This design comes from an exercise in tuning for small area, a short achievable clock period and few clock cycles per item on the open sky130 flow, not from production work.
At most, simulation tests tie the RTL to the original design; equivalence was not proved.
Function not checked in run 2: the RTL went through the layout flow alone.
Power is estimated from default activity; no workload was simulated.

<file path="flow/design.v">
module multiplier_1(
    input clk,
    input res_n,
    input start,
    output reg done,
    input [15:0] arg1,
    input [15:0] arg2,
    output reg [31:0] product
    );
    reg busy;                      
    reg [16:0] S, C;               
    reg [7:0] LS, LC;              
    reg [7:0] L;                   
    wire [23:0] hp, hg, hc;
    mul_pg #(24) upg (.a({S[15:0], LS}), .b({C[15:0], LC}), .p(hp), .g(hg));
    mul_pfx #(24, 5) upfx (.p(hp), .g(hg), .c(hc));
    wire [23:0] hi = ~(hp ^ hc);
    wire lc = hi[8] ^ S[0] ^ C[0];    
    wire [7:1] x = busy ? arg2[15:9] : arg2[7:1];
    wire [16:0] i0 = busy ? S : ~{1'b0, arg2[0] ? arg1 : 16'd0};
    wire [16:0] i1 = busy ? C : ~{arg2[8] ? arg1[8:0] : 9'd0, 8'd0};
    wire [6:0] e = ~(busy ? 7'd0 : arg2[8] ? arg1[15:9] : 7'd0);
    wire aci = ~(busy & lc);
    wire [15:0] pp1 = ~(x[1] ? arg1 : 16'd0);
    wire [15:0] pp2 = ~(x[2] ? arg1 : 16'd0);
    wire [15:0] pp3 = ~(x[3] ? arg1 : 16'd0);
    wire [15:0] pp4 = ~(x[4] ? arg1 : 16'd0);
    wire [15:0] pp5 = ~(x[5] ? arg1 : 16'd0);
    wire [15:0] pp6 = ~(x[6] ? arg1 : 16'd0);
    wire [15:0] pp7 = ~(x[7] ? arg1 : 16'd0);
    wire s1;
    wire c2;
    wire s3;
    wire c4;
    wire s5;
    wire c6;
    wire s7;
    wire c8;
    wire s9;
    wire c10;
    wire s11;
    wire c12;
    wire s13;
    wire c14;
    wire s15;
    wire c16;
    wire s17;
    wire c18;
    wire s19;
    wire c20;
    wire s21;
    wire c22;
    wire s23;
    wire c24;
    wire s25;
    wire c26;
    wire s27;
    wire c28;
    wire s29;
    wire c30;
    wire s31;
    wire c32;
    wire s33;
    wire c34;
    wire s35;
    wire c36;
    wire s37;
    wire c38;
    wire s39;
    wire c40;
    wire s41;
    wire c42;
    wire s43;
    wire c44;
    wire s45;
    wire c46;
    wire s47;
    wire c48;
    wire s49;
    wire c50;
    wire s51;
    wire c52;
    wire s53;
    wire c54;
    wire s55;
    wire c56;
    wire s57;
    wire c58;
    wire s59;
    wire c60;
    wire s61;
    wire c62;
    wire s63;
    wire c64;
    wire s65;
    wire c66;
    wire s67;
    wire c68;
    wire s69;
    wire c70;
    wire s71;
    wire c72;
    wire s73;
    wire c74;
    wire s75;
    wire c76;
    wire s77;
    wire c78;
    wire s79;
    wire c80;
    wire s81;
    wire c82;
    wire s83;
    wire c84;
    wire s85;
    wire c86;
    wire s87;
    wire c88;
    wire s89;
    wire c90;
    wire s91;
    wire c92;
    wire s93;
    wire c94;
    wire s95;
    wire c96;
    wire s97;
    wire c98;
    wire s99;
    wire c100;
    wire s101;
    wire c102;
    wire s103;
    wire c104;
    wire s105;
    wire c106;
    wire s107;
    wire c108;
    wire s109;
    wire c110;
    wire s111;
    wire c112;
    wire s113;
    wire c114;
    wire s115;
    wire c116;
    wire s117;
    wire c118;
    wire s119;
    wire c120;
    wire s121;
    wire c122;
    wire s123;
    wire c124;
    wire s125;
    wire c126;
    wire s127;
    wire c128;
    wire s129;
    wire c130;
    wire s131;
    wire c132;
    wire s133;
    wire c134;
    wire s135;
    wire c136;
    wire s137;
    wire c138;
    wire s139;
    wire c140;
    wire s141;
    wire c142;
    wire s143;
    wire c144;
    wire s145;
    wire c146;
    wire s147;
    wire c148;
    wire s149;
    wire c150;
    wire s151;
    wire c152;
    wire s153;
    wire c154;
    wire s155;
    wire c156;
    wire s157;
    wire c158;
    wire s159;
    wire c160;
    wire s161;
    wire c162;
    wire s163;
    wire c164;
    wire s165;
    wire c166;
    wire s167;
    wire c168;
    wire s169;
    wire c170;
    wire s171;
    wire c172;
    wire s173;
    wire c174;
    wire s175;
    wire c176;
    wire s177;
    wire c178;
    wire s179;
    wire c180;
    wire s181;
    wire c182;
    wire s183;
    wire c184;
    wire s185;
    wire c186;
    wire s187;
    wire c188;
    wire s189;
    wire c190;
    wire s191;
    wire c192;
    wire s193;
    wire c194;
    wire s195;
    wire c196;
    wire s197;
    wire c198;
    wire s199;
    wire c200;
    wire s201;
    wire c202;
    wire s203;
    wire c204;
    wire s205;
    wire c206;
    wire s207;
    wire c208;
    wire s209;
    wire c210;
    wire s211;
    wire c212;
    wire s213;
    wire c214;
    wire s215;
    wire c216;
    wire s217;
    wire c218;
    wire s219;
    wire c220;
    wire s221;
    wire c222;
    wire s223;
    wire c224;
    wire s225;
    wire c226;
    mul_fa us1 (.a(pp1[4]), .b(pp2[3]), .c(1'b1), .s(s1), .co(c2));
    mul_fa us3 (.a(pp1[5]), .b(pp2[4]), .c(pp3[3]), .s(s3), .co(c4));
    mul_fa us5 (.a(pp4[2]), .b(pp5[1]), .c(1'b1), .s(s5), .co(c6));
    mul_fa us7 (.a(pp1[6]), .b(pp2[5]), .c(pp3[4]), .s(s7), .co(c8));
    mul_fa us9 (.a(pp4[3]), .b(pp5[2]), .c(pp6[1]), .s(s9), .co(c10));
    mul_fa us11 (.a(pp7[0]), .b(i0[7]), .c(1'b1), .s(s11), .co(c12));
    mul_fa us13 (.a(pp1[7]), .b(pp2[6]), .c(pp3[5]), .s(s13), .co(c14));
    mul_fa us15 (.a(pp4[4]), .b(pp5[3]), .c(pp6[2]), .s(s15), .co(c16));
    mul_fa us17 (.a(pp7[1]), .b(i0[8]), .c(i1[8]), .s(s17), .co(c18));
    mul_fa us19 (.a(pp1[8]), .b(pp2[7]), .c(pp3[6]), .s(s19), .co(c20));
    mul_fa us21 (.a(pp4[5]), .b(pp5[4]), .c(pp6[3]), .s(s21), .co(c22));
    mul_fa us23 (.a(pp7[2]), .b(i0[9]), .c(i1[9]), .s(s23), .co(c24));
    mul_fa us25 (.a(pp1[9]), .b(pp2[8]), .c(pp3[7]), .s(s25), .co(c26));
    mul_fa us27 (.a(pp4[6]), .b(pp5[5]), .c(pp6[4]), .s(s27), .co(c28));
    mul_fa us29 (.a(pp7[3]), .b(i0[10]), .c(i1[10]), .s(s29), .co(c30));
    mul_fa us31 (.a(pp1[10]), .b(pp2[9]), .c(pp3[8]), .s(s31), .co(c32));
    mul_fa us33 (.a(pp4[7]), .b(pp5[6]), .c(pp6[5]), .s(s33), .co(c34));
    mul_fa us35 (.a(pp7[4]), .b(i0[11]), .c(i1[11]), .s(s35), .co(c36));
    mul_fa us37 (.a(pp1[11]), .b(pp2[10]), .c(pp3[9]), .s(s37), .co(c38));
    mul_fa us39 (.a(pp4[8]), .b(pp5[7]), .c(pp6[6]), .s(s39), .co(c40));
    mul_fa us41 (.a(pp7[5]), .b(i0[12]), .c(i1[12]), .s(s41), .co(c42));
    mul_fa us43 (.a(pp1[12]), .b(pp2[11]), .c(pp3[10]), .s(s43), .co(c44));
    mul_fa us45 (.a(pp4[9]), .b(pp5[8]), .c(pp6[7]), .s(s45), .co(c46));
    mul_fa us47 (.a(pp7[6]), .b(i0[13]), .c(i1[13]), .s(s47), .co(c48));
    mul_fa us49 (.a(pp1[13]), .b(pp2[12]), .c(pp3[11]), .s(s49), .co(c50));
    mul_fa us51 (.a(pp4[10]), .b(pp5[9]), .c(pp6[8]), .s(s51), .co(c52));
    mul_fa us53 (.a(pp7[7]), .b(i0[14]), .c(i1[14]), .s(s53), .co(c54));
    mul_fa us55 (.a(pp1[14]), .b(pp2[13]), .c(pp3[12]), .s(s55), .co(c56));
    mul_fa us57 (.a(pp4[11]), .b(pp5[10]), .c(pp6[9]), .s(s57), .co(c58));
    mul_fa us59 (.a(pp7[8]), .b(i0[15]), .c(i1[15]), .s(s59), .co(c60));
    mul_fa us61 (.a(pp1[15]), .b(pp2[14]), .c(pp3[13]), .s(s61), .co(c62));
    mul_fa us63 (.a(pp4[12]), .b(pp5[11]), .c(pp6[10]), .s(s63), .co(c64));
    mul_fa us65 (.a(pp7[9]), .b(i0[16]), .c(i1[16]), .s(s65), .co(c66));
    mul_fa us67 (.a(e[0]), .b(pp2[15]), .c(pp3[14]), .s(s67), .co(c68));
    mul_fa us69 (.a(pp4[13]), .b(pp5[12]), .c(pp6[11]), .s(s69), .co(c70));
    mul_fa us71 (.a(e[1]), .b(pp3[15]), .c(pp4[14]), .s(s71), .co(c72));
    mul_fa us73 (.a(pp1[2]), .b(pp2[1]), .c(1'b1), .s(s73), .co(c74));
    mul_fa us75 (.a(pp1[3]), .b(pp2[2]), .c(pp3[1]), .s(s75), .co(c76));
    mul_fa us77 (.a(pp4[0]), .b(i0[4]), .c(1'b1), .s(s77), .co(c78));
    mul_fa us79 (.a(pp3[2]), .b(pp4[1]), .c(pp5[0]), .s(s79), .co(c80));
    mul_fa us81 (.a(i0[5]), .b(i1[5]), .c(s1), .s(s81), .co(c82));
    mul_fa us83 (.a(pp6[0]), .b(i0[6]), .c(i1[6]), .s(s83), .co(c84));
    mul_fa us85 (.a(c2), .b(s5), .c(s3), .s(s85), .co(c86));
    mul_fa us87 (.a(i1[7]), .b(c6), .c(c4), .s(s87), .co(c88));
    mul_fa us89 (.a(s7), .b(s9), .c(s11), .s(s89), .co(c90));
    mul_fa us91 (.a(c8), .b(c10), .c(c12), .s(s91), .co(c92));
    mul_fa us93 (.a(s13), .b(s15), .c(s17), .s(s93), .co(c94));
    mul_fa us95 (.a(c14), .b(c16), .c(c18), .s(s95), .co(c96));
    mul_fa us97 (.a(s19), .b(s21), .c(s23), .s(s97), .co(c98));
    mul_fa us99 (.a(c20), .b(c22), .c(c24), .s(s99), .co(c100));
    mul_fa us101 (.a(s25), .b(s27), .c(s29), .s(s101), .co(c102));
    mul_fa us103 (.a(c26), .b(c28), .c(c30), .s(s103), .co(c104));
    mul_fa us105 (.a(s31), .b(s33), .c(s35), .s(s105), .co(c106));
    mul_fa us107 (.a(c32), .b(c34), .c(c36), .s(s107), .co(c108));
    mul_fa us109 (.a(s37), .b(s39), .c(s41), .s(s109), .co(c110));
    mul_fa us111 (.a(c38), .b(c40), .c(c42), .s(s111), .co(c112));
    mul_fa us113 (.a(s43), .b(s45), .c(s47), .s(s113), .co(c114));
    mul_fa us115 (.a(c44), .b(c46), .c(c48), .s(s115), .co(c116));
    mul_fa us117 (.a(s49), .b(s51), .c(s53), .s(s117), .co(c118));
    mul_fa us119 (.a(c50), .b(c52), .c(c54), .s(s119), .co(c120));
    mul_fa us121 (.a(s55), .b(s57), .c(s59), .s(s121), .co(c122));
    mul_fa us123 (.a(c56), .b(c58), .c(c60), .s(s123), .co(c124));
    mul_fa us125 (.a(s61), .b(s63), .c(s65), .s(s125), .co(c126));
    mul_fa us127 (.a(pp7[10]), .b(c62), .c(c64), .s(s127), .co(c128));
    mul_fa us129 (.a(s67), .b(c66), .c(s69), .s(s129), .co(c130));
    mul_fa us131 (.a(pp5[13]), .b(pp6[12]), .c(pp7[11]), .s(s131), .co(c132));
    mul_fa us133 (.a(c68), .b(c70), .c(s71), .s(s133), .co(c134));
    mul_fa us135 (.a(e[2]), .b(pp4[15]), .c(pp5[14]), .s(s135), .co(c136));
    mul_fa us137 (.a(pp6[13]), .b(pp7[12]), .c(c72), .s(s137), .co(c138));
    mul_fa us139 (.a(e[3]), .b(pp5[15]), .c(pp6[14]), .s(s139), .co(c140));
    mul_fa us141 (.a(pp1[1]), .b(pp2[0]), .c(1'b1), .s(s141), .co(c142));
    mul_fa us143 (.a(pp3[0]), .b(i0[3]), .c(i1[3]), .s(s143), .co(c144));
    mul_fa us145 (.a(i1[4]), .b(c74), .c(s75), .s(s145), .co(c146));
    mul_fa us147 (.a(c76), .b(c78), .c(s79), .s(s147), .co(c148));
    mul_fa us149 (.a(c80), .b(s83), .c(c82), .s(s149), .co(c150));
    mul_fa us151 (.a(c84), .b(s87), .c(c86), .s(s151), .co(c152));
    mul_fa us153 (.a(c88), .b(s91), .c(c90), .s(s153), .co(c154));
    mul_fa us155 (.a(c92), .b(s95), .c(c94), .s(s155), .co(c156));
    mul_fa us157 (.a(c96), .b(s99), .c(c98), .s(s157), .co(c158));
    mul_fa us159 (.a(c100), .b(s103), .c(c102), .s(s159), .co(c160));
    mul_fa us161 (.a(c104), .b(s107), .c(c106), .s(s161), .co(c162));
    mul_fa us163 (.a(c108), .b(s111), .c(c110), .s(s163), .co(c164));
    mul_fa us165 (.a(c112), .b(s115), .c(c114), .s(s165), .co(c166));
    mul_fa us167 (.a(c116), .b(s119), .c(c118), .s(s167), .co(c168));
    mul_fa us169 (.a(c120), .b(s123), .c(c122), .s(s169), .co(c170));
    mul_fa us171 (.a(c124), .b(s127), .c(c126), .s(s171), .co(c172));
    mul_fa us173 (.a(s131), .b(c128), .c(c130), .s(s173), .co(c174));
    mul_fa us175 (.a(c132), .b(s135), .c(c134), .s(s175), .co(c176));
    mul_fa us177 (.a(pp7[13]), .b(c136), .c(s139), .s(s177), .co(c178));
    mul_fa us179 (.a(e[4]), .b(pp6[15]), .c(pp7[14]), .s(s179), .co(c180));
    mul_fa us181 (.a(i0[0]), .b(i1[0]), .c(1'b1), .s(s181), .co(c182));
    mul_fa us183 (.a(pp1[0]), .b(i0[1]), .c(i1[1]), .s(s183), .co(c184));
    mul_fa us185 (.a(i0[2]), .b(i1[2]), .c(s141), .s(s185), .co(c186));
    mul_fa us187 (.a(c142), .b(s73), .c(s143), .s(s187), .co(c188));
    mul_fa us189 (.a(c144), .b(s77), .c(s145), .s(s189), .co(c190));
    mul_fa us191 (.a(c146), .b(s81), .c(s147), .s(s191), .co(c192));
    mul_fa us193 (.a(c148), .b(s85), .c(s149), .s(s193), .co(c194));
    mul_fa us195 (.a(s89), .b(c150), .c(s151), .s(s195), .co(c196));
    mul_fa us197 (.a(s93), .b(c152), .c(s153), .s(s197), .co(c198));
    mul_fa us199 (.a(s97), .b(c154), .c(s155), .s(s199), .co(c200));
    mul_fa us201 (.a(s101), .b(c156), .c(s157), .s(s201), .co(c202));
    mul_fa us203 (.a(s105), .b(c158), .c(s159), .s(s203), .co(c204));
    mul_fa us205 (.a(s109), .b(c160), .c(s161), .s(s205), .co(c206));
    mul_fa us207 (.a(s113), .b(c162), .c(s163), .s(s207), .co(c208));
    mul_fa us209 (.a(s117), .b(c164), .c(s165), .s(s209), .co(c210));
    mul_fa us211 (.a(s121), .b(c166), .c(s167), .s(s211), .co(c212));
    mul_fa us213 (.a(s125), .b(c168), .c(s169), .s(s213), .co(c214));
    mul_fa us215 (.a(s129), .b(c170), .c(s171), .s(s215), .co(c216));
    mul_fa us217 (.a(s133), .b(c172), .c(s173), .s(s217), .co(c218));
    mul_fa us219 (.a(s137), .b(c174), .c(s175), .s(s219), .co(c220));
    mul_fa us221 (.a(c138), .b(s177), .c(c176), .s(s221), .co(c222));
    mul_fa us223 (.a(c140), .b(s179), .c(c178), .s(s223), .co(c224));
    mul_fa us225 (.a(e[5]), .b(pp7[15]), .c(c180), .s(s225), .co(c226));
    wire [24:0] ra = {1'b1, e[6], s225, s223, s221, s219, s217, s215, s213, s211, s209, s207, s205, s203, s201, s199, s197, s195, s193, s191, s189, s187, s185, s183, s181};
    wire [24:0] rb = {1'b1, c226, c224, c222, c220, c218, c216, c214, c212, c210, c208, c206, c204, c202, c200, c198, c196, c194, c192, c190, c188, c186, c184, c182, aci};
    always @(*) product = {hi[23:0], L};
    always @(posedge clk) begin
        if (!res_n) begin
            done <= 1'b0;
            busy <= 1'b0;
        end else if (!done) begin
            if (busy) begin
                busy <= 1'b0;
                done <= 1'b1;
            end else if (start)
                busy <= 1'b1;
        end
        if (!done) begin
            S <= ra[24:8];
            C <= rb[24:8];
            LS <= ra[7:0];
            LC <= rb[7:0];
            L <= hi[7:0];
        end
    end
endmodule
module mul_pg #(parameter N = 8) (input [N-1:0] a, input [N-1:0] b, output [N-1:0] p, output [N-1:0] g);
    assign p = a ^ b;
    assign g = {a[N-1:1] & b[N-1:1], a[0] | b[0]};
endmodule
module mul_pfx #(parameter N = 8, parameter L = 3) (input [N-1:0] p, input [N-1:0] g, output [N-1:0] c);
    wire [N-1:0] gg [0:L];
    wire [N-1:0] pp [0:L];
    assign gg[0] = g;
    assign pp[0] = {p[N-1:1], 1'b0};
    genvar k, i;
    generate
        for (k = 0; k < L; k = k + 1) begin : lvl
            for (i = 0; i < N; i = i + 1) begin : bt
                if (i >= (1 << k)) begin : op
                    assign gg[k+1][i] = gg[k][i] | (pp[k][i] & gg[k][i - (1 << k)]);
                    assign pp[k+1][i] = pp[k][i] & pp[k][i - (1 << k)];
                end else begin : thru
                    assign gg[k+1][i] = gg[k][i];
                    assign pp[k+1][i] = pp[k][i];
                end
            end
        end
    endgenerate
    assign c = {gg[L][N-2:0], 1'b1};
endmodule
module mul_fa(input a, input b, input c, output s, output co);
    assign {co, s} = a + b + c;
endmodule
</file>
<file path="flow/flow/run.sh">
#!/bin/bash
# The standard layout, with every port buffered by the smallest buffer
# (sky130_fd_sc_hd__buf_1) and a leaner clock tree.
set -euo pipefail
bash standard.sh BUFFER_PORTS_ARGS="-buffer_cell sky130_fd_sc_hd__buf_1" CTS_ARGS="-sink_clustering_enable -repair_clock_nets -dont_use_dummy_load -buf_list sky130_fd_sc_hd__clkbuf_8" > standard.log 2>&1
</file>
<file path="flow/standard.sh">
#!/bin/bash
# synth_recipe.tcl (not shown) runs the flow's synth.tcl, then flattens the netlist and writes it again
# the make line also repeats each setting of config.mk as NAME=value (left out here)
make -C /OpenROAD-flow-scripts/flow DESIGN_CONFIG=/design/flow/config.mk WORK_HOME=/design/flow/orfs CLKGATE_MAP_FILE= SYNTH_SCRIPT=/design/flow/synth_recipe.tcl "${@:-finish}"
</file>
<file path="flow/config.mk">
export PLATFORM = sky130hd
export DESIGN_NAME = multiplier_1
export DESIGN_NICKNAME = multiplier_1
export VERILOG_FILES = /design/flow/design.v
export SDC_FILE = /design/flow/constraint.sdc
export NUM_CORES = 4
export LEC_CHECK = 0
export CAP_MARGIN = 20
export CORE_MARGIN = 2
export CORE_UTILIZATION = 55
export PLACE_DENSITY = 0.75
export SETUP_SLACK_MARGIN = 1.5
export SLEW_MARGIN = 20
export SYNTH_HIERARCHICAL = 1
</file>
<file path="flow/constraint.sdc">
create_clock -name core_clock -period 5.0 [get_ports {clk}]
set_input_delay 1.0000 -clock core_clock [delete_from_list [all_inputs] [get_ports {clk}]]
set_output_delay 1.0000 -clock core_clock [all_outputs]
set_load 0.01 [all_outputs]
</file>
==> results of run 1 <==
## cells in the mapped netlist (3+ instances only)
library cell,instances,share of area [%]
nand3_1,4,0.32
ha_1,24,4.8
buf_2,7,0.56
clkbuf_1,4,0.24
inv_1,16,0.96
o21ai_0,7,0.56
a21o_1,5,0.60
buf_6,4,0.72
nor2b_1,25,2.5
nand2b_1,6,0.60
nand2_1,143,8.6
a21oi_1,30,2.4
a31oi_1,3,0.30
buf_1,16,0.96
mux2_2,13,2.3
edfxtp_1,56,27
or2b_1,5,0.60
xnor2_1,26,3.6
nor2_1,8,0.48
fa_1,113,36
## repair_timing
item,4_1_cts,5_1_grt
pin swaps,16,7
buffers inserted,8,2
gates resized for setup,26,31
setup endpoints to repair,37,31
## worst paths after layout
| check | start | to | cells after the start |
|---|---|---|---|
| setup / recovery | LS[3] | product[31] | 9 |
| hold / removal | done | busy | 2 |
| setup reg to reg | busy | S[1] | 6 |
| hold reg to reg | done | busy | 2 |
## metal layers
metal	part of all wire (%)	vias up
li1	-	1921
met1	41	2204
met2	50	210
met3	6.7	29
met4	2.1	0
met5	0	-
## final cells by class
| class | count | share of cell area, % |
|---|---|---|
| clock buffers | 9 | 1.76 |
| well taps | 143 | 2.54 |
| inverters | 16 | 0.852 |
| multi-input cells | 452 | 64.8 |
| repair buffers | 79 | 5.63 |
| flip-flops and latches | 58 | 24.4 |
## logic make-up (layout without fill, tap and decap cells)
group / after synthesis / count (layout) / synth area share [%]
compound gates: 69 / 69 / 7.65
buf+inv: 51 / 104 / 3.99
simple gates: 196 / 196 / 13.6
mux: 15 / 15 / 2.81
flops: 58 / 58 / 27.4
xor+xnor: 26 / 26 / 3.63
other cells: 2 / 9 / 0.120
fa+ha+maj: 137 / 137 / 40.8
## worst reg2reg max path, stage by stage, from the launching register on
cell and delay, ns:
dfxtp_2 0.50, buf_6 0.34, mux2_2 0.41, fa_1 0.42
fa_1 0.49, fa_1 0.55, fa_1 0.44
## layout by cell type, fill, tap and decap left out, drive strengths merged, types with 2 or more instances in the layout
cell	netlist	final
o21bai	2	2
o22a	2	2
a21o	8	8
o21ai	9	9
o31ai	2	2
mux2	15	15
a21boi	2	2
a21oi	30	30
nand4	2	2
nor2	8	8
nand2	144	144
a31o	2	2
xnor2	26	26
o221ai	4	4
inv	16	16
ha	24	24
edfxtp	56	56
nand3	4	4
conb	2	9
nor2b	25	25
dfxtp	2	2
buf	30	65
a31oi	3	3
clkbuf	5	23
nand2b	6	6
fa	113	113
or2b	5	5
## report_power, final
part,internal (mW),leakage [nW],switching (mW)
logic,1.45,1.84,1.76
clock network,0.159,0.0647,0.170
registers,0.879,0.567,0.144
total,2.49,2.47,2.08
## sequential cells by signal, summed over array words and instances (netlist names)
register	cells
C	16
LS	8
busy	1
done	1
L	8
LC	8
S	16
## per-module statistics from Yosys, one instance, submodules excluded, a selection
module | copies in the design | flip-flops and latches | cell area (sq um)
multiplier_1 | 1 | 58 | 3110
mul_fa | 113 | 0 | 20.0
## through the flow
| step | setup slack, ns | hold WS, ns |
|---|---|---|
| 2_1_floorplan | 1.42 | 0.521 |
| 3_3_place_gp | 0.916 | 0.503 |
| 3_5_place_dp | 0.774 | 0.517 |
| 4_1_cts | 1.33 | 0.535 |
| 5_1_grt | 1.24 | 0.564 |
| 6_report | 1.34 | 0.530 |
==> run_results.csv, run 1 <==
group,metric,value,unit
pwr,leakagePower,2.47,nW
drt,totalWireLength,15100,microns
yosys,synth-edff-count,56,
yosys,synth_warnings,8,
clock_tree,root_buffer,"clkbuf_8",
grt,grt_max_degree,43,
grt,grt_pass1_wl,24400,microns
clock_tree,cts_sinks,58,
yosys,synth_cells,554,
finish,design_area,0.00705,sq mm
finish,fin_nets,788,
placed_design,numPortBuffers,67,
critical_path,crit_path_cell_trace,"ha_4, a21o_1, a31o_4, o22a_4, a21o_4, o221ai_4, o221ai_2, xnor2_1, buf_2",
placed_design,dp.cells,738,
critical_path,startpoint_type,"flop",
timing,maxSlewViolCount,0,
critical_path,worst_path_largest_cell_delay,0.41,ns
critical_path,cp_num_buf_inv,1,
critical_path,critPathMaxFanout,5,
floorplanning,die_area,0.0123,sq mm
timing,max-slew-margin-rel,59.5,%
timing,rsz0062_at_grt,"true",
floorplanning,die_x,111,microns
grt,first_global_vias,4725,
clock_tree,cts.clk_slew.worst_paths,0.06,ns
floorplanning,fp-row-count,39,
floorplanning,ioPinCount,68,
drt,drc,0,
finish,num-fill-cells,890,
drt,avgViaCountPerCell,5.76,
grt,grtUsageMet3,5.03,%
finish,regArea,0.00172,sq mm
yosys,synth_ff_type,"edfxtp_1",
timing,tightestPinTransition,0.607,ns
timing,hold_viol,0,
drt,vias,4364,
worst_hold_path,min_path_type,"reg -> reg",
pwr,power.total,4.57,mW
critical_path,critPathSlowestCell,"edfxtp_1",
finish,area_delta_synth_final,12.3,%
grt,grt.met2_usage,42.6,%
grt,grt_antenna_before_repair,0,
grt,grt_usage,25.6,%
drt,wl_per_cell,19.9,microns
placed_design,dpl.hpwl,11400,microns
timing,fin_crit_sh,73.2,%
yosys,ys_seq_elements,58,
drt,drtPass1Iterations,5,
finish,instances_no_fill,757,
clock_tree,cts_tree,"built",
timing,min_period,3.66,ns
placed_design,gp_congestion,0.856,
critical_path,path_class,"reg -> out",
floorplanning,coreArea,0.0113,sq mm
pwr,power_density,648,mW/mm^2
clock_tree,numCtsBuffers,9,
critical_path,cp.arrival,2.66,ns
grt,busiest_layer,"met2",
critical_path,ff2ff_setup_slack,1.59,ns
finish,drive_above_1_share,18.9,%
drt,detail-route-antenna-nets,0,
finish,final_util,62.5,%
timing,finClkSkew,0.0222,ns
yosys,syn-cell-area,0.00628,sq mm
finish,num_antenna_cells,0,
placed_design,placed_cell_area,0.00665,sq mm
critical_path,crit_family,"compound AO/OA/AOI/OAI gates",
timing,setup-tns-final,0,ns
clock_tree,cts_hold_repair.buffers,0,
yosys,yosysUniqueCellTypes,48,
pwr,ir_drop,0.492,mV
grt,grt_overflow_total,0,
timing,clock.fmax,273,MHz
grt,gr-usage-met1,34.3,%
status,run_status,"finished clean",
drt,drt_iter0_markers,346,
clock_tree,clockBufferDepth,2,
yosys,synthArstFlopShare,0,%
floorplanning,initial_core_util,55.7,%
critical_path,crit_path_end_kind,"primary output",
floorplanning,fp.dieH,111,microns
clock_tree,clk_latency,0.35,ns
finish,multiInputGateArea,0.00456,sq mm
timing,setup_violations,0,
clock_tree,htree_levels,3,
yosys,yosysSeqAreaShare,27.4,%
job,cap_violations,0,
yosys,synth_area_per_cell,11.3,sq um
critical_path,cp.required,4.00,ns
Testbench counts, summed over its fixed seeds: cycles 568, items 192.
==> run 2, diff against run 1 <==
--- a/flow/design.v
+++ b/flow/design.v
@@ -15,3 +15,3 @@
     mul_pg #(24) upg (.a({S[15:0], LS}), .b({C[15:0], LC}), .p(hp), .g(hg));
-    mul_pfx #(24, 5) upfx (.p(hp), .g(hg), .c(hc));
+    mul_pfx #(24) upfx (.p(hp), .g(hg), .c(hc));
     wire [23:0] hi = ~(hp ^ hc);
@@ -396,3 +396,4 @@
 endmodule
-module mul_pfx #(parameter N = 8, parameter L = 3) (input [N-1:0] p, input [N-1:0] g, output [N-1:0] c);
+module mul_pfx #(parameter N = 8) (input [N-1:0] p, input [N-1:0] g, output [N-1:0] c);
+    localparam L = $clog2(N);
     wire [N-1:0] gg [0:L];
--- a/flow/config.mk
+++ b/flow/config.mk
@@ -11,3 +11,3 @@
 export PLACE_DENSITY = 0.75
-export SETUP_SLACK_MARGIN = 1.5
+export SETUP_SLACK_MARGIN = 1.3
 export SLEW_MARGIN = 20
==> run 2 against run 1 <==
  * Combinational power down 7.8%
  * Wire length down 3.0%
  * Largest power group unchanged
  * Synthesized area unchanged
  * Sequential cell count unchanged
  * Hold slack worse by 0.0054 ns
  * Utilization down 2.2 points
  * Count of clock-buffer cells in the layout unchanged
  * Sequential share of layout area up 0.88 points
  * Die area unchanged
  * Via count up 0.14%
==> run_results.csv, run 2 <==
group,metric,value,unit
clock_tree,clockBufferDepth,2,
yosys,yosysSeqAreaShare,27.4,%
yosys,synth-edff-count,56,
yosys,synth_area_per_cell,11.3,sq um
finish,num_antenna_cells,0,
pwr,sw_frac_of_total,46.1,%
critical_path,crit_family,"compound AO/OA/AOI/OAI gates",
yosys,synth_cells,554,
timing,fin_crit_sh,72.6,%
grt,grt_antenna_before_repair,0,
timing,finClkSkew,0.0150,ns
timing,rsz0062_at_grt,"true",
yosys,synth_area_leaders,"fa_1, edfxtp_1, nand2_1",
finish,area_delta_synth_final,8.37,%
critical_path,critPathMaxFanout,6,
yosys,syn-cell-area,0.00628,sq mm
finish,design_area,0.00680,sq mm
critical_path,crit_path_cell_trace,"ha_4, a21o_1, a31o_4, o22a_4, a21o_4, o221ai_4, o221ai_2, xnor2_1, buf_2",
worst_hold_path,min_path_type,"reg -> reg",
drt,vias,4370,
critical_path,startpoint_type,"flop",
drt,drc,0,
placed_design,gp_congestion,0.894,
clock_tree,clk_latency,0.35,ns
critical_path,ff2ff_setup_slack,1.43,ns
yosys,synth_top_area_share,36.0,%
yosys,ys_seq_elements,58,
status,run_status,"finished clean",
clock_tree,cts.clk_slew.worst_paths,0.07,ns
floorplanning,die_area,0.0123,sq mm
placed_design,dpl.hpwl,11300,microns
grt,first_global_vias,4795,
timing,hold_viol,0,
worst_hold_path,min_path_cells,2,
yosys,yosysUniqueCellTypes,48,
critical_path,worst_path_largest_cell_delay,0.42,ns
yosys,synth_ff_type,"edfxtp_1",
yosys,synthMuxAreaShare,2.81,%
worst_hold_path,min_to,"busy",
clock_tree,htree_levels,3,
floorplanning,coreArea,0.0113,sq mm
floorplanning,fp.dieH,111,microns
finish,mostFrequentLayoutCells,"nand2_1, fa_1, buf_1, edfxtp_1, a21oi_1",
drt,wl_per_cell,19.4,microns
yosys,synth_top_family_by_area,"adder cells",
pwr,seq_power_share,23.5,%
timing,maxSlewViolCount,0,
drt,drtPass1Iterations,5,
critical_path,rr_worst_depth,7,
pwr,leakagePower,2.34,nW
finish,drive_above_1_share,9.52,%
placed_design,dp_slack,0.820,ns
critical_path,path_class,"reg -> out",
grt,grt_pass1_wl,23900,microns
critical_path,cp_num_buf_inv,1,
yosys,synthTopCellsByCount,"nand2_1, fa_1, edfxtp_1",
critical_path,critPathSlowestCell,"edfxtp_1",
yosys,synth_top_area_cell,"fa_1",
finish,fin_nets,783,
pwr,combPwrFrac,68.8,%
timing,setup-tns-final,0,ns
critical_path,cp.required,4.00,ns
pwr,ir_drop,0.536,mV
floorplanning,initial_core_util,55.7,%
floorplanning,fp-row-count,39,
placed_design,placed_cell_area,0.00657,sq mm
drt,met3_wirelength,1030,microns
yosys,synth_xor_area_share,3.63,%
drt,totalWireLength,14600,microns
yosys,synth.most_common_cell,"nand2_1",
drt,detail-route-antenna-nets,0,
clock_tree,root_buffer,"clkbuf_8",
critical_path,cp.arrival,2.63,ns
worst_hold_path,hold_start,"done",
placed_design,numPortBuffers,67,
timing,clock.fmax,275,MHz
job,cap_violations,0,
grt,grt_max_degree,57,
grt,grt_usage,24.9,%
timing,worst_slack,1.37,ns
drt,avgViaCountPerCell,5.81,
pwr,power.switching,1.99,mW
critical_path,crit_path_end_kind,"primary output",
clock_tree,numCtsBuffers,9,
yosys,synthArstFlopShare,0,%
clock_tree,cts_tree,"built",
finish,final_common_cell,"nand2_1",
timing,min_period,3.63,ns
grt,grt_overflow_total,0,
timing,tightestPinTransition,0.947,ns
drt,drt-met1-wl,5970,microns
critical_path,timing.rr.end,"S[2]",
floorplanning,ioPinCount,68,
drt,highest_layer,"met4",
drt,wl_met2,7240,microns
clock_tree,cts_sinks,58,
timing,setup_violations,0,
critical_path,rr_startpoint,"busy",
yosys,synth_warnings,8,
drt,drt_iter0_markers,289,
yosys,yosys.area_share.simple,13.6,%
pwr,p_int,2.33,mW
yosys,synth_compound_area_share,7.65,%
timing,max-slew-margin-rel,36.9,%
pwr,pwr-share-clk,7.7,%
finish,largest_registers,"C (16), S (16)",
pwr,power_density,634,mW/mm^2
yosys,synthAdderAreaFrac,40.8,%
floorplanning,die_x,111,microns
pwr,power.total,4.32,mW
[run 2: cell count changes in the layout (fill, tap and decap cells not counted), sizes merged]
cell    before  now
inv         16   15
buf         65   74
clkinv       0    1
clkbuf      23    9
[run 2: Yosys stat by module, one instance, submodules excluded, a selection]
module | cells | area (sq um) | copies in the design | flops+latches
mul_fa | 1 | 20.0 | 113 | 0
multiplier_1 | 317 | 3110 | 1 | 58
[run 2: logic make-up after synthesis]
family	count (synthesis)
buffers and inverters	51
xor gates and xnor gates	26
DFF	58
other	2
adders and majority gates	137
and+or+nand+nor	196
muxes	15
AOI/OAI and AO/OA	69
[run 2: worst register-to-register path, stage by stage (launching register included)]
cell,delay (ns)
dfxtp_2,0.62
buf_4,0.38
and2b_1,0.25
a21oi_1,0.24
fa_1,0.48
fa_1,0.41
fa_1,0.52
fa_1,0.42
[run 2: timing repair]
action / CTS / global route
setup endpoints to repair: 30 / 9
buffers inserted: 1 / 3
hold buffers: 0 / 0
resized for setup: 11 / 10
pin swaps: 4 / 6
[run 2: worst max-delay path by stage]
| stage | endpoint | from | slack, ns | depth (start not counted) |
|---|---|---|---|---|
| floorplan | S[7] | arg2[0] | 1.31 | 8 |
| global placement | S[10] | arg2[8] | 0.92 | 8 |
| detailed placement | S[7] | arg2[0] | 0.82 | 7 |
| CTS | product[26] | LC[1] | 1.29 | 9 |
| global route | product[26] | S[1] | 1.24 | 9 |
| finish | product[31] | LS[1] | 1.37 | 9 |
[run 2: layout make-up]
class                           instances  area (sq um)
Clock buffer                            9           124
Fill cell                             887          4470
Inverter                               16          61.3
Multi-Input combinational cell        452          4400
Sequential cell                        58          1720
Tap cell                              143           179
Timing Repair Buffer                   74           312
[run 2: power groups by stage]
stage          Clock, mW  Sequential [mW]  Combinational, mW
3_3_place_gp           0             1.02               2.68
6_report           0.332             1.01               2.97
5_1_grt            0.353             1.03               3.28
3_5_place_dp           0             1.02               2.82
4_1_cts            0.333             1.01               2.86
2_1_floorplan          0            0.970               2.04
[run 2: stage by stage]
stage	utilization [%]	hold slack, ns	instances
finish	60.4	0.524	752
detailed placement	58.3	0.517	739
CTS	59.6	0.523	749
global route	60.4	0.551	752
global placement	58.3	0.498	739
floorplan	-	0.521	561
[run 2: per-layer routing]
| metal | GRT usage (%) | up-vias |
|---|---|---|
| met1 | 32.6 | 2188 |
| met4 | 8.50 | 0 |
| met5 | 0 | - |
| met2 | 41.6 | 230 |
| met3 | 5.19 | 34 |
| li1 | - | 1918 |
==> run 3, diff against run 2 <==
--- a/flow/design.v
+++ b/flow/design.v
@@ -15,3 +15,3 @@
     mul_pg #(24) upg (.a({S[15:0], LS}), .b({C[15:0], LC}), .p(hp), .g(hg));
-    mul_pfx #(24) upfx (.p(hp), .g(hg), .c(hc));
+    mul_pfx #(24, 5) upfx (.p(hp), .g(hg), .c(hc));
     wire [23:0] hi = ~(hp ^ hc);
@@ -396,4 +396,3 @@
 endmodule
-module mul_pfx #(parameter N = 8) (input [N-1:0] p, input [N-1:0] g, output [N-1:0] c);
-    localparam L = $clog2(N);
+module mul_pfx #(parameter N = 8, parameter L = 3) (input [N-1:0] p, input [N-1:0] g, output [N-1:0] c);
     wire [N-1:0] gg [0:L];
@@ -406,5 +405,5 @@
             for (i = 0; i < N; i = i + 1) begin : bt
-                if (i >= (1 << k)) begin : op
-                    assign gg[k+1][i] = gg[k][i] | (pp[k][i] & gg[k][i - (1 << k)]);
-                    assign pp[k+1][i] = pp[k][i] & pp[k][i - (1 << k)];
+                if ((i >> k) & 1) begin : op
+                    assign gg[k+1][i] = gg[k][i] | (pp[k][i] & gg[k][((i >> k) << k) - 1]);
+                    assign pp[k+1][i] = pp[k][i] & pp[k][((i >> k) << k) - 1];
                 end else begin : thru
--- a/flow/config.mk
+++ b/flow/config.mk
@@ -11,3 +11,3 @@
 export PLACE_DENSITY = 0.75
-export SETUP_SLACK_MARGIN = 1.3
+export SETUP_SLACK_MARGIN = 1.4
 export SLEW_MARGIN = 20
==> run 3 against run 2 <==
  * Critical path depth shrank 1
  * Critical path type unchanged
  * Clock skew up 0.0048 ns
  * Critical endpoint is now product[27]
  * Largest power group unchanged
  * Synthesized cell count down 5.4%
  * Non-clock buffer count is 3 lower
  * Cell area fell by 1.9%
  * Combinational power down 11%
  * Cell count down 4.8%
  * Synthesized area fell by 2.8%
  * Fmax is 2.0% higher
  * Wire length decreased by 1.1%
  * Register-to-register slack better by 0.14 ns
==> run_results.csv, run 3 <==
group,metric,value,unit
floorplanning,coreArea,0.0108,sq mm
drt,met3_wirelength,1060,microns
critical_path,crit_end,"product[27]",
pwr,p_int,2.22,mW
grt,grt_pass1_wl,22600,microns
timing,tightestPinTransition,0.731,ns
critical_path,crit_path_cell_trace,"ha_4, a21o_1, and3_1, a211o_1, o21ai_2, o21ai_0, xnor2_1, clkbuf_2",
critical_path,startpoint,"S[5]",
floorplanning,die_x,109,microns
floorplanning,die_area,0.0120,sq mm
critical_path,critPathMaxFanout,5,
placed_design,dpl.hpwl,10900,microns
status,run_status,"finished clean",
pwr,combPwrFrac,66.0,%
floorplanning,fp.dieH,109,microns
clock_tree,clockBufferDepth,2,
timing,finClkSkew,0.0198,ns
floorplanning,initial_core_util,56.3,%
finish,mostFrequentLayoutCells,"nand2_1, fa_1, buf_1, edfxtp_1",
clock_tree,htree_levels,3,
timing,fin_crit_sh,71.2,%
drt,drt-met1-wl,5530,microns
pwr,pwr-share-clk,8.3,%
drt,vias,4216,
clock_tree,cts_sinks,58,
clock_tree,clk_latency,0.34,ns
critical_path,cp.arrival,2.56,ns
grt,grt_usage,25.7,%
clock_tree,cts_tree,"built",
timing,min_period,3.56,ns
yosys,synth_top_area_share,37.1,%
placed_design,gp_congestion,0.886,
drt,drt_iter0_markers,334,
grt,grt_max_degree,57,
floorplanning,fp-row-count,38,
worst_hold_path,min_path_type,"reg -> reg",
drt,avgViaCountPerCell,5.89,
yosys,synth_warnings,8,
pwr,ir_drop,0.353,mV
critical_path,worst_path_largest_cell_delay,0.45,ns
critical_path,path_class,"reg -> out",
timing,maxSlewViolCount,0,
pwr,leakagePower,2.31,nW
yosys,synth_area_leaders,"fa_1, edfxtp_1, nand2_1",
yosys,synth_top_area_cell,"fa_1",
finish,final_common_cell,"nand2_1",
pwr,power_density,597,mW/mm^2
yosys,ys_seq_elements,58,
timing,hold_ws,0.540,ns
pwr,power.switching,1.76,mW
drt,drc,0,
clock_tree,root_buffer,"clkbuf_8",
critical_path,timing.rr.end,"S[2]",
finish,drive_above_1_share,10.1,%
yosys,syn-cell-area,0.00610,sq mm
floorplanning,ioPinCount,68,
finish,largest_registers,"C (16), S (16)",
finish,fin_nets,750,
yosys,synth-edff-count,56,
drt,wl_per_cell,20.2,microns
critical_path,rr_startpoint,"busy",
yosys,synthArstFlopShare,0,%
drt,drtPass1Iterations,5,
clock_tree,numCtsBuffers,9,
critical_path,critPathSlowestCell,"edfxtp_1",
job,cap_violations,0,
timing,setup-tns-final,0,ns
placed_design,numPortBuffers,67,
pwr,sw_frac_of_total,44.2,%
drt,detail-route-antenna-nets,0,
critical_path,ff2ff_setup_slack,1.57,ns
yosys,synth_area_per_cell,11.6,sq um
finish,num_antenna_cells,0,
finish,area_delta_synth_final,9.33,%
critical_path,startpoint_type,"flop",
drt,highest_layer,"met4",
worst_hold_path,min_path_cells,2,
grt,grt_overflow_total,0,
timing,setup_violations,0,
clock_tree,cts.clk_slew.worst_paths,0.07,ns
grt,first_global_vias,4541,
yosys,synth.most_common_cell,"nand2_1",
yosys,yosysUniqueCellTypes,41,
yosys,yosysSeqAreaShare,28.2,%
grt,grt_antenna_before_repair,0,
drt,totalWireLength,14400,microns
yosys,synthTopCellsByCount,"nand2_1, fa_1, edfxtp_1",
timing,max-slew-margin-rel,51.3,%
yosys,synth_ff_type,"edfxtp_1",
drt,wl_met2,7290,microns
timing,hold_viol,0,
critical_path,rr_worst_depth,7,
pwr,seq_power_share,25.7,%
timing,rsz0062_at_grt,"false",
critical_path,cp.required,4.00,ns
timing,clock.fmax,281,MHz
critical_path,crit_path_end_kind,"primary output",
yosys,synth_cells,524,
[run 3: cell count changes in the layout (fill, tap and decap cells not counted), moves of 4 or more]
cell / delta
inv_1: -11
a21o_1: +9
clkbuf_2: +8
nand2_1: -7
ha_4: +5
mux2_2: -5
mux2_4: +5
buf_1: -4
buf_2: -4
buf_4: -4
[run 3: worst min path at each step]
| stage | end | start | slack [ns] |
|---|---|---|---|
| detailed placement | busy | done | 0.53 |
| global placement | busy | done | 0.51 |
| global route | busy | done | 0.56 |
| floorplan | busy | done | 0.52 |
| CTS | busy | done | 0.54 |
| finish | busy | done | 0.54 |
[run 3: worst max-delay path: cells and delay by family (launching register included)]
| kind | cells | cell delay (ns) |
|---|---|---|
| and+or+nand+nor | 1 | 0.18 |
| DFF | 1 | 0.45 |
| buffers and inverters | 1 | 0.17 |
| adders and majority gates | 1 | 0.29 |
| xor gates and xnor gates | 1 | 0.20 |
| AOI/OAI and AO/OA | 4 | 0.94 |
[run 3: kinds of logic after synthesis]
logic type,count (synthesis),share of synthesized area (%)
simple gates,190,13.9
fa+ha+maj,137,42.0
flops,58,28.2
compound gates,56,5.76
buf+inv,40,3.42
xor+xnor,26,3.73
mux,15,2.89
other cells,2,0.123
[run 3: metrics by stage]
step	setup slack [ns]	util, %	instance area, sq um	cells	power [mW]
2_1_floorplan	1.40	-	6160	531	2.77
3_3_place_gp	0.896	58.9	6380	705	3.39
3_5_place_dp	0.767	58.9	6380	705	3.51
4_1_cts	1.39	60.5	6560	715	3.89
5_1_grt	1.40	61.5	6670	716	4.33
6_report	1.44	61.5	6670	716	3.98
[run 3: layout make-up]
| type | instances | area [sq um] |
|---|---|---|
| multi-input combinational | 433 | 4330 |
| inverter | 5 | 18.8 |
| sequential | 58 | 1720 |
| fill | 866 | 4170 |
| timing repair buffer | 71 | 298 |
| tap | 140 | 175 |
| clock buffer | 9 | 124 |
[run 3: power by group through the flow]
stage                     Clock (mW)  Combinational (mW)  Sequential, mW
final                          0.330                2.63            1.03
after global routing           0.352                2.93            1.05
after CTS                      0.333                2.55            1.01
after detailed placement           0                2.50            1.01
after global placement             0                2.39            1.01
after floorplan                    0                1.81           0.964
[run 3: repair_timing]
item                                    4_1_cts  5_1_grt
endpoints found under the setup margin       32       26
pin swaps                                     5        7
gates resized for setup                      10       21
buffers inserted                              1        1
hold buffers                                  0        0
endpoints found under the hold margin         0        0
[run 3: modules after synthesis, one instance, submodules excluded, a selection]
module        area [sq um]  cells inside  flops+latches
mul_fa                20.0             1              0
multiplier_1          3110           317             58
[run 3: routing by layer]
layer | vias up | GRT usage [%]
met5 | - | 0
met4 | 0 | 11.5
met3 | 44 | 2.96
met2 | 216 | 44.7
met1 | 2153 | 32.5
li1 | 1803 | -
Testbench counts of run 3, summed over its fixed seeds: cycles 568, items 192.
==> run 4, diff against run 3 <==
--- a/flow/config.mk
+++ b/flow/config.mk
@@ -11,3 +11,3 @@
 export PLACE_DENSITY = 0.75
-export SETUP_SLACK_MARGIN = 1.4
+export SETUP_SLACK_MARGIN = 1.3
 export SLEW_MARGIN = 20
==> run 4 against run 3 <==
  * Worst setup slack got worse by 0.061 ns
  * Sequential share of layout area rose by 0.40 points
  * Largest cell class unchanged
  * Sequential cell count did not move
  * Non-clock buffer count fell by 1
  * Clock skew rose by 0.0020 ns
==> run_results.csv, run 4 <==
group,metric,value,unit
status,run_status,"finished clean",
yosys,synthMuxAreaShare,2.89,%
yosys,yosysUniqueCellTypes,41,
finish,largest_registers,"C (16), S (16)",
critical_path,path_class,"in -> reg",
finish,num-fill-cells,904,
job,cap_violations,0,
timing,clock.fmax,276,MHz
pwr,ir_drop,0.373,mV
drt,drc,0,
critical_path,rr_startpoint,"busy",
yosys,synth_area_leaders,"fa_1, edfxtp_1, nand2_1",
drt,vias,4166,
critical_path,startpoint_type,"input pin",
yosys,yosys.area_share.simple,13.9,%
yosys,synth_cells,524,
clock_tree,numCtsBuffers,9,
timing,hold_ws,0.549,ns
pwr,power_density,586,mW/mm^2
clock_tree,clockBufferDepth,2,
finish,drive_above_1_share,7.65,%
critical_path,timing.rr.end,"S[2]",
clock_tree,clk_latency,0.34,ns
yosys,synthArstFlopShare,0,%
drt,totalWireLength,14300,microns
yosys,synth_warnings,8,
yosys,synth_compound_area_share,5.76,%
drt,detail-route-antenna-nets,0,
finish,multiInputGateArea,0.00424,sq mm
timing,hold_viol,0,
timing,min_period,3.62,ns
clock_tree,cts.clk_slew.worst_paths,0.07,ns
drt,wl_per_cell,19.9,microns
floorplanning,fp.dieH,109,microns
placed_design,dpl.hpwl,11000,microns
critical_path,worst_path_largest_cell_delay,0.58,ns
clock_tree,cts_tree,"built",
yosys,synth_top_area_share,37.1,%
finish,mostFrequentLayoutCells,"nand2_1, fa_1, buf_1, edfxtp_1",
placed_design,numPortBuffers,67,
timing,fin_crit_sh,72.4,%
finish,area_delta_synth_final,7.57,%
timing,setup_violations,0,
clock_tree,cts_sinks,58,
yosys,synth_area_per_cell,11.6,sq um
worst_hold_path,min_path_type,"reg -> reg",
critical_path,ff2ff_setup_slack,1.45,ns
yosys,synth_ff_type,"edfxtp_1",
timing,max-slew-margin-rel,49.7,%
floorplanning,die_x,109,microns
timing,tightestPinTransition,0.754,ns
timing,setup-tns-final,0,ns
critical_path,rr_worst_depth,7,
worst_hold_path,min_path_cells,2,
timing,maxSlewViolCount,0,
critical_path,cp.arrival,3.70,ns
critical_path,critPathSlowestCell,"fa_1",
floorplanning,fp-row-count,38,
finish,fin_nets,749,
yosys,yosysSeqAreaShare,28.2,%
critical_path,startpoint,"arg1[8]",
drt,avgViaCountPerCell,5.83,
yosys,synth_top_family_by_area,"adder cells",
yosys,syn-cell-area,0.00610,sq mm
yosys,synth.most_common_cell,"nand2_1",
yosys,synthTopCellsByCount,"nand2_1, fa_1, edfxtp_1",
floorplanning,ioPinCount,68,
clock_tree,htree_levels,3,
yosys,synthAdderAreaFrac,42.0,%
clock_tree,cts_hold_repair.buffers,0,
floorplanning,die_area,0.0120,sq mm
yosys,synth_xor_area_share,3.73,%
grt,grt_overflow_total,0,
critical_path,crit_path_end_kind,"flop",
finish,num_antenna_cells,0,
clock_tree,root_buffer,"clkbuf_8",
critical_path,crit_end,"S[2]",
timing,finClkSkew,0.0218,ns
yosys,ys_seq_elements,58,
drt,drt_iter0_markers,295,
pwr,leakagePower,2.27,nW
grt,grt_pass1_wl,22700,microns
placed_design,gp_congestion,0.860,
critical_path,critPathMaxFanout,9,
grt,grt_antenna_before_repair,0,
grt,grt_usage,25.9,%
critical_path,crit_path_cell_trace,"buf_1, nand2_1, mux2_2, fa_1, fa_1, fa_1, fa_1",
floorplanning,initial_core_util,56.3,%
clock_tree,cts_setup_buffers,0,
finish,final_common_cell,"nand2_1",
grt,grt_max_degree,57,
grt,first_global_vias,4635,
finish,regArea,0.00172,sq mm
timing,rsz0062_at_grt,"false",
critical_path,crit_top_cell,"fa_1",
yosys,synth-edff-count,56,
drt,drtPass1Iterations,5,
yosys,synth_top_area_cell,"fa_1",
critical_path,cp.required,5.08,ns
floorplanning,coreArea,0.0108,sq mm
## run 4: cell counts after synthesis
No cell type changed its count.
## run 4: worst min path at each step
stage | slack [ns] | startpoint | endpoint
floorplan | 0.52 | done | busy
global placement | 0.51 | done | busy
detailed placement | 0.53 | done | busy
CTS | 0.54 | done | busy
global route | 0.60 | done | busy
finish | 0.55 | done | busy
## run 4: area by class of cell
cell class / instances / area share (%)
multi-input combinational: 433 / 64.6
clock buffer: 9 / 1.89
timing repair buffer: 70 / 4.29
sequential: 58 / 26.2
inverter: 5 / 0.286
tap: 140 / 2.67
## run 4: Yosys stat by module (local to each module, per instance), a selection
module,copies in the design,flip-flops and latches,cells inside
multiplier_1,1,58,317
mul_fa,113,0,1
## run 4: critical path: cells and delay by family
kind | cells | cell delay (ns)
adders and majority gates | 4 | 1.84
and+or+nand+nor | 1 | 0.11
muxes | 1 | 0.30
buffers and inverters | 1 | 0.43
## run 4: stage by stage
stage / instances / util (%) / total power, mW / setup WS, ns / instance area, sq um
6_report: 715 / 60.5 / 3.85 / 1.38 / 6560
4_1_cts: 715 / 60.1 / 3.85 / 1.25 / 6520
3_5_place_dp: 706 / 58.9 / 3.51 / 0.789 / 6390
5_1_grt: 715 / 60.5 / 4.20 / 1.31 / 6560
2_1_floorplan: 531 / - / 2.77 / 1.31 / 6130
3_3_place_gp: 706 / 58.9 / 3.39 / 0.885 / 6390
## run 4: what timing repair did
action,in CTS,in global routing
gates resized for setup,2,10
pin swaps,0,5
setup endpoints to repair,11,13
## run 4: routing by layer
layer  share of wire (%)  vias up  global-route usage (%)
met2                  53      208                    47.0
met5                   0        -                       0
met4                 3.9        0                    12.5
li1                    -     1799                       -
met1                  37     2110                    30.1
met3                 6.8       49                    3.38
## run 4: cell families (layout without fill, tap and decap cells)
group	count (synthesis)	in the layout
AOI/OAI and AO/OA	56	56
DFF	58	58
other	2	9
muxes	15	15
and+or+nand+nor	190	190
buffers and inverters	40	84
xor gates and xnor gates	26	26
adders and majority gates	137	137
## run 4: report_power, final
| group | internal [mW] | switching (mW) |
|---|---|---|
| Combinational | 1.10 | 1.41 |
| Sequential | 0.873 | 0.127 |
| Clock | 0.160 | 0.172 |
==> run 5, diff against run 4 <==
==> flow/flow/run.sh (replaced) <==
#!/bin/bash
# The standard layout, with every port buffered by the smallest buffer
# (sky130_fd_sc_hd__buf_1) and a leaner clock tree.
set -euo pipefail
bash standard.sh BUFFER_PORTS_ARGS="-buffer_cell sky130_fd_sc_hd__buf_1" CTS_ARGS="-sink_clustering_enable -repair_clock_nets -dont_use_dummy_load -buf_list sky130_fd_sc_hd__clkbuf_4 -sink_clustering_size 10" > standard.log 2>&1
--- a/flow/config.mk
+++ b/flow/config.mk
@@ -11,3 +11,3 @@
 export PLACE_DENSITY = 0.75
-export SETUP_SLACK_MARGIN = 1.3
+export SETUP_SLACK_MARGIN = 1.4
 export SLEW_MARGIN = 20
==> run 5 against run 4 <==
  * Still clean on timing, DRC and antenna
  * Critical path depth increased by 1
  * Power rose by 5.1%
  * Fmax up 0.34%
  * Utilization rose by 1.3 points
  * Clock skew rose by 0.0060 ns
  * Cell area is 2.2% higher
  * Via count rose by 1.3%
  * First-iteration DRC count is 36% higher
  * Count of clock-buffer cells in the layout did not move
  * Critical path type is now reg -> out
==> run_results.csv, run 5 <==
group,metric,value,unit
pwr,power_density,603,mW/mm^2
yosys,yosysUniqueCellTypes,41,
finish,area_delta_synth_final,9.92,%
drt,avgViaCountPerCell,5.82,
grt,gr-usage-met1,32.6,%
timing,tightestPinTransition,0.730,ns
placed_design,dpl.hpwl,10900,microns
floorplanning,die_area,0.0120,sq mm
job,cap_violations,0,
critical_path,crit_path_end_kind,"primary output",
timing,max-slew-margin-rel,51.3,%
floorplanning,ioPinCount,68,
yosys,ys_seq_elements,58,
placed_design,dp_slack,0.767,ns
drt,vias,4219,
placed_design,dp.cells,705,
finish,largest_registers,"C (16), S (16)",
grt,grt_max_degree,57,
critical_path,path_class,"reg -> out",
timing,rsz0062_at_grt,"true",
finish,final_util,61.9,%
status,run_status,"finished clean",
clock_tree,cts.clk_slew.worst_paths,0.11,ns
yosys,yosys.area_share.simple,13.9,%
drt,totalWireLength,14500,microns
drt,wl_per_cell,20.0,microns
finish,mostFrequentLayoutCells,"nand2_1, fa_1, buf_1, edfxtp_1, xnor2_1",
yosys,synth_cells,524,
grt,grtUsageMet3,2.96,%
yosys,synth_area_per_cell,11.6,sq um
finish,num-fill-cells,878,
clock_tree,clockBufferDepth,2,
yosys,synth_top_area_share,37.1,%
timing,worst_slack,1.39,ns
finish,drive_above_1_share,12.2,%
finish,instances_no_fill,725,
pwr,leakagePower,2.31,nW
clock_tree,cts_tree,"built",
grt,grt_antenna_before_repair,1,
grt,grt_overflow_total,0,
grt,first_global_vias,4549,
yosys,synth_ff_type,"edfxtp_1",
timing,maxSlewViolCount,0,
yosys,synthArstFlopShare,0,%
grt,grt_usage,25.8,%
drt,drt_iter0_markers,402,
floorplanning,fp.dieH,109,microns
timing,setup-tns-final,0,ns
yosys,synthAdderAreaFrac,42.0,%
finish,fin_nets,758,
timing,setup_violations,0,
drt,drc,0,
clock_tree,cts_sinks,58,
floorplanning,initial_core_util,56.3,%
yosys,synth_compound_area_share,5.76,%
worst_hold_path,min_path_type,"reg -> reg",
critical_path,critPathMaxFanout,5,
critical_path,startpoint_type,"flop",
yosys,synth-edff-count,56,
clock_tree,htree_levels,3,
critical_path,rr_worst_depth,7,
timing,min_period,3.61,ns
clock_tree,numCtsBuffers,9,
finish,final_common_cell,"nand2_1",
critical_path,cp.arrival,2.61,ns
timing,fin_crit_sh,72.2,%
yosys,synth.most_common_cell,"nand2_1",
yosys,yosysSeqAreaShare,28.2,%
finish,multiInputGateArea,0.00436,sq mm
drt,detail-route-antenna-nets,0,
yosys,syn-cell-area,0.00610,sq mm
yosys,synthTopCellsByCount,"nand2_1, fa_1, edfxtp_1",
clock_tree,clk_latency,0.41,ns
grt,busiest_layer,"met2",
timing,clock.fmax,277,MHz
critical_path,cp.required,4.00,ns
placed_design,numPortBuffers,67,
floorplanning,die_x,109,microns
clock_tree,root_buffer,"clkbuf_4",
yosys,synthMuxAreaShare,2.89,%
pwr,ir_drop,0.358,mV
drt,drtPass1Iterations,5,
yosys,synth_xor_area_share,3.73,%
yosys,synth_area_leaders,"fa_1, edfxtp_1, nand2_1",
floorplanning,fp-row-count,38,
placed_design,gp_congestion,0.886,
grt,grt_pass1_wl,22700,microns
yosys,synth_top_family_by_area,"adder cells",
timing,finClkSkew,0.0278,ns
yosys,synth_top_area_cell,"fa_1",
finish,regArea,0.00172,sq mm
timing,hold_viol,0,
yosys,synth_warnings,8,
floorplanning,coreArea,0.0108,sq mm
worst_hold_path,min_path_cells,2,
grt,grt.met2_usage,44.4,%
[run 5: modules after synthesis, one instance, submodules excluded, a selection]
module        flip-flops and latches  copies in the design  cells  cell area [sq um]
mul_fa                             0                   113      1               20.0
multiplier_1                      58                     1    317               3110
[run 5: per-stage QoR]
step / area [sq um] / hold WS (ns) / power [mW]
4_1_cts: 6550 / 0.547 / 3.85
3_5_place_dp: 6380 / 0.530 / 3.51
3_3_place_gp: 6380 / 0.507 / 3.39
6_report: 6710 / 0.538 / 4.04
5_1_grt: 6710 / 0.571 / 4.39
2_1_floorplan: 6160 / 0.521 / 2.77
[run 5: cell families after synthesis]
kind of cell             Yosys count
XOR/XNOR                          26
AO/OA/AOI/OAI                     56
AND/OR/NAND/NOR                  190
buffers and inverters             40
flip-flops                        58
adder cells (fa/ha/maj)          137
other                              2
multiplexers                      15
[run 5: cell type report]
type	instances	area share [%]
Clock buffer	9	1.01
Inverter	5	0.280
Multi-Input combinational cell	433	65.0
Timing Repair Buffer	79	5.39
Tap cell	140	2.61
Sequential cell	58	25.7
Antenna cell	1	0.0373
[run 5: repair_timing]
item,in CTS,in global routing
pin swaps,8,12
hold buffers,0,0
buffers inserted,3,7
resized for setup,13,25
endpoints found under the hold margin,0,0
setup endpoints to repair,35,23
cloned,0,0
[run 5: worst paths after layout]
kind	startpoint	slack, ns	end
worst max register to register	busy	1.60	S[2]
worst max-delay path	S[1]	1.39	product[27]
worst min register to register	done	0.54	busy
worst min-delay path	done	0.54	busy
[run 5: metal layers]
layer / vias up / wire length (microns)
met1: 2134 / 5600
met2: 222 / 7470
met4: 0 / 511
li1: 1821 / -
met3: 42 / 948
met5: - / 0
[run 5: power by group]
group	total [mW]	internal [mW]	switching, mW	leakage [nW]
clock network	0.245	0.0835	0.161	0.0414
logic	2.77	1.29	1.49	1.70
registers	1.03	0.873	0.153	0.567
total	4.04	2.24	1.80	2.31
[run 5: worst max-delay path, cell delays in order, from the launching register on]
cell,delay (ns)
edfxtp_1,0.49
ha_4,0.30
a21oi_1,0.16
o21ai_1,0.12
a211o_4,0.40
o21ai_2,0.23
o21ai_0,0.14
xnor2_1,0.19
clkbuf_2,0.16
==> run 6, diff against run 5 <==
--- a/flow/config.mk
+++ b/flow/config.mk
@@ -11,3 +11,3 @@
 export PLACE_DENSITY = 0.75
-export SETUP_SLACK_MARGIN = 1.4
+export SETUP_SLACK_MARGIN = 1.3
 export SLEW_MARGIN = 20
==> run 6 against run 5 <==
  * Non-clock buffer count down 7
  * First-iteration DRC count down 37%
  * Largest cell class unchanged
  * Hold slack better by 0.015 ns
  * Power down 5.5%
  * Register-to-register slack worse by 0.21 ns
  * Sequential power about the same
  * Clock skew up 0.0068 ns
  * Critical path depth down 1
  * Cell count down 1.1%
  * Via count down 1.3%
  * Clock power about the same
  * Count of clock-buffer cells in the layout unchanged
==> run_results.csv, run 6 <==
group,metric,value,unit
critical_path,rr_worst_depth,7,
drt,drtPass1Iterations,5,
timing,rsz0062_at_grt,"true",
critical_path,crit_path_end_kind,"flop",
clock_tree,numCtsBuffers,9,
yosys,synthTopCellsByCount,"nand2_1, fa_1, edfxtp_1",
yosys,synth_area_per_cell,11.6,sq um
timing,min_period,3.61,ns
yosys,synth.most_common_cell,"nand2_1",
critical_path,cp.required,5.15,ns
yosys,synth_top_area_share,37.1,%
drt,detail-route-antenna-nets,0,
finish,final_util,60.5,%
drt,avgViaCountPerCell,5.81,
timing,max-slew-margin-rel,50.3,%
critical_path,path_class,"reg -> reg",
placed_design,numPortBuffers,67,
timing,maxSlewViolCount,0,
drt,totalWireLength,14300,microns
drt,met3_wirelength,833,microns
timing,tightestPinTransition,0.746,ns
critical_path,timing.rr.end,"S[2]",
grt,grt_overflow_total,0,
drt,wl_met2,7600,microns
clock_tree,htree_levels,3,
floorplanning,die_area,0.0120,sq mm
critical_path,startpoint,"busy",
pwr,ir_drop,0.368,mV
timing,hold_viol,0,
floorplanning,coreArea,0.0108,sq mm
critical_path,crit_end,"S[2]",
clock_tree,cts_hold_repair.buffers,0,
critical_path,critPathMaxFanout,42,
grt,grt_pass1_wl,22500,microns
finish,largest_registers,"C (16), S (16)",
pwr,power_density,583,mW/mm^2
floorplanning,fp-row-count,38,
placed_design,gp_congestion,0.860,
floorplanning,fp.dieH,109,microns
floorplanning,die_x,109,microns
yosys,synth_area_leaders,"fa_1, edfxtp_1, nand2_1",
status,run_status,"finished clean",
drt,drt-met1-wl,5320,microns
timing,fin_crit_sh,72.2,%
clock_tree,clk_latency,0.41,ns
drt,drc,0,
grt,grt_usage,25.7,%
drt,wl_per_cell,19.9,microns
clock_tree,cts_sinks,58,
drt,highest_layer,"met4",
finish,mostFrequentLayoutCells,"nand2_1, fa_1, buf_1, edfxtp_1, xnor2_1",
critical_path,cp.arrival,3.76,ns
finish,fin_nets,751,
finish,area_delta_synth_final,7.53,%
clock_tree,clockBufferDepth,2,
timing,setup-tns-final,0,ns
yosys,yosysSeqAreaShare,28.2,%
yosys,synth_cells,524,
finish,drive_above_1_share,8.49,%
drt,vias,4164,
yosys,synthArstFlopShare,0,%
grt,grt_antenna_before_repair,0,
yosys,synth_top_area_cell,"fa_1",
clock_tree,root_buffer,"clkbuf_4",
finish,num_antenna_cells,0,
critical_path,rr_startpoint,"busy",
critical_path,startpoint_type,"flop",
floorplanning,initial_core_util,56.3,%
finish,final_common_cell,"nand2_1",
clock_tree,cts_tree,"built",
grt,first_global_vias,4628,
yosys,synth_warnings,8,
timing,setup_violations,0,
yosys,synth_ff_type,"edfxtp_1",
job,cap_violations,0,
grt,grt_max_degree,57,
worst_hold_path,min_path_type,"reg -> reg",
placed_design,dpl.hpwl,11000,microns
yosys,syn-cell-area,0.00610,sq mm
timing,finClkSkew,0.0346,ns
pwr,leakagePower,2.25,nW
critical_path,ff2ff_setup_slack,1.39,ns
yosys,ys_seq_elements,58,
pwr,power.total,3.82,mW
timing,clock.fmax,277,MHz
drt,drt_iter0_markers,253,
placed_design,dp.cells,706,
finish,instances_no_fill,717,
floorplanning,ioPinCount,68,
clock_tree,cts.clk_slew.worst_paths,0.10,ns
yosys,synth-edff-count,56,
yosys,yosysUniqueCellTypes,41,
-- run 6: cell counts after synthesis --
Identical to the previous run, type by type.
-- run 6: per-layer routing --
metal  global-route usage [%]  vias to the layer above
li1                         -                     1805
met1                     29.6                     2121
met2                     47.0                      202
met3                     3.56                       36
met4                     12.2                        0
met5                        0                        -
-- run 6: per-stage QoR --
step | instance area [sq um] | hold slack [ns] | setup slack [ns]
floorplan | 6130 | 0.521 | 1.31
global placement | 6390 | 0.508 | 0.885
detailed placement | 6390 | 0.533 | 0.789
CTS | 6470 | 0.549 | 1.29
global route | 6560 | 0.605 | 1.25
finish | 6560 | 0.553 | 1.39
-- run 6: worst max-delay path: stages (launching register included) --
cell and delay, ns:
dfxtp_1 0.60, buf_6 0.35, and2b_1 0.26, a21oi_1 0.27
fa_1 0.48, fa_1 0.41, fa_1 0.52, fa_1 0.43
-- run 6: how the worst min path moves through the flow --
| stage | start | cells after the start | to |
|---|---|---|---|
| 2_1_floorplan | done | 2 | busy |
| 3_3_place_gp | done | 2 | busy |
| 3_5_place_dp | done | 2 | busy |
| 4_1_cts | done | 2 | busy |
| 5_1_grt | done | 2 | busy |
| 6_report | done | 2 | busy |
-- run 6: cell type report --
| class | count | area, sq um |
|---|---|---|
| Multi-Input combinational cell | 433 | 4280 |
| Fill cell | 908 | 4280 |
| Sequential cell | 58 | 1720 |
| Timing Repair Buffer | 72 | 298 |
| Tap cell | 140 | 175 |
| Clock buffer | 9 | 67.6 |
| Inverter | 5 | 18.8 |
-- run 6: cell families (layout without fill, tap and decap cells) --
| group | after synthesis | count (layout) | synth area share [%] |
|---|---|---|---|
| AND/OR/NAND/NOR | 190 | 190 | 13.9 |
| adder cells (fa/ha/maj) | 137 | 137 | 42.0 |
| multiplexers | 15 | 15 | 2.89 |
| flip-flops | 58 | 58 | 28.2 |
| XOR/XNOR | 26 | 26 | 3.73 |
| buffers and inverters | 40 | 86 | 3.42 |
| AO/OA/AOI/OAI | 56 | 56 | 5.76 |
| other | 2 | 9 | 0.123 |
-- run 6: Yosys stat by module, one instance, submodules excluded, excerpt --
module | times used | flip-flops and latches | cells inside | cell area, sq um
multiplier_1 | 1 | 58 | 317 | 3110
mul_fa | 113 | 0 | 1 | 20.0
-- run 6: timing repair --
action	CTS	global route
resized for setup	3	17
buffers inserted	0	2
pin swaps	0	9
hold endpoints to repair	0	0
setup endpoints to repair	9	18
-- run 6: report_power, final --
| part | leakage (nW) | switching [mW] | total (mW) | internal, mW |
|---|---|---|---|---|
| clock network | 0.0414 | 0.159 | 0.243 | 0.0835 |
| logic | 1.64 | 1.44 | 2.58 | 1.14 |
| registers | 0.567 | 0.129 | 1.00 | 0.872 |

==> what the ideal ports hide <==
In the flow no input, the clock included, has a driving cell. The finished layouts below were timed again as built, in two steps.
Step 1 assumes that a clkbuf_16 drives the clock port and a buf_2 every other input.
Step 2 also shifts input and output timing later by t, the mid clock arrival at the registers, as if the neighbouring blocks saw the same clock.
Three values: no drivers, after step 1, after step 2; two values: the first two.
run | shift t [ns] | setup slack, ns | slew at the worst register clock pin (ns)
run 1 | 0.374 | 1.339 / 1.306 / 1.199 | 0.07 / 0.07
run 2 | 0.374 | 1.370 / 1.338 / 1.066 | 0.07 / 0.07
run 3 | 0.362 | 1.441 / 1.411 / 1.100 | 0.07 / 0.07
run 4 | 0.362 | 1.379 / 1.385 / 1.023 | 0.07 / 0.07
run 5 | 0.430 | 1.392 / 1.360 / 1.034 | 0.11 / 0.11
run 6 | 0.420 | 1.388 / 1.360 / 1.001 | 0.10 / 0.10
After both steps setup and hold are still met in every run listed. The setup slack of run 6, which loses most, moves by -0.028 ns with the drivers and by -0.387 ns with both steps.
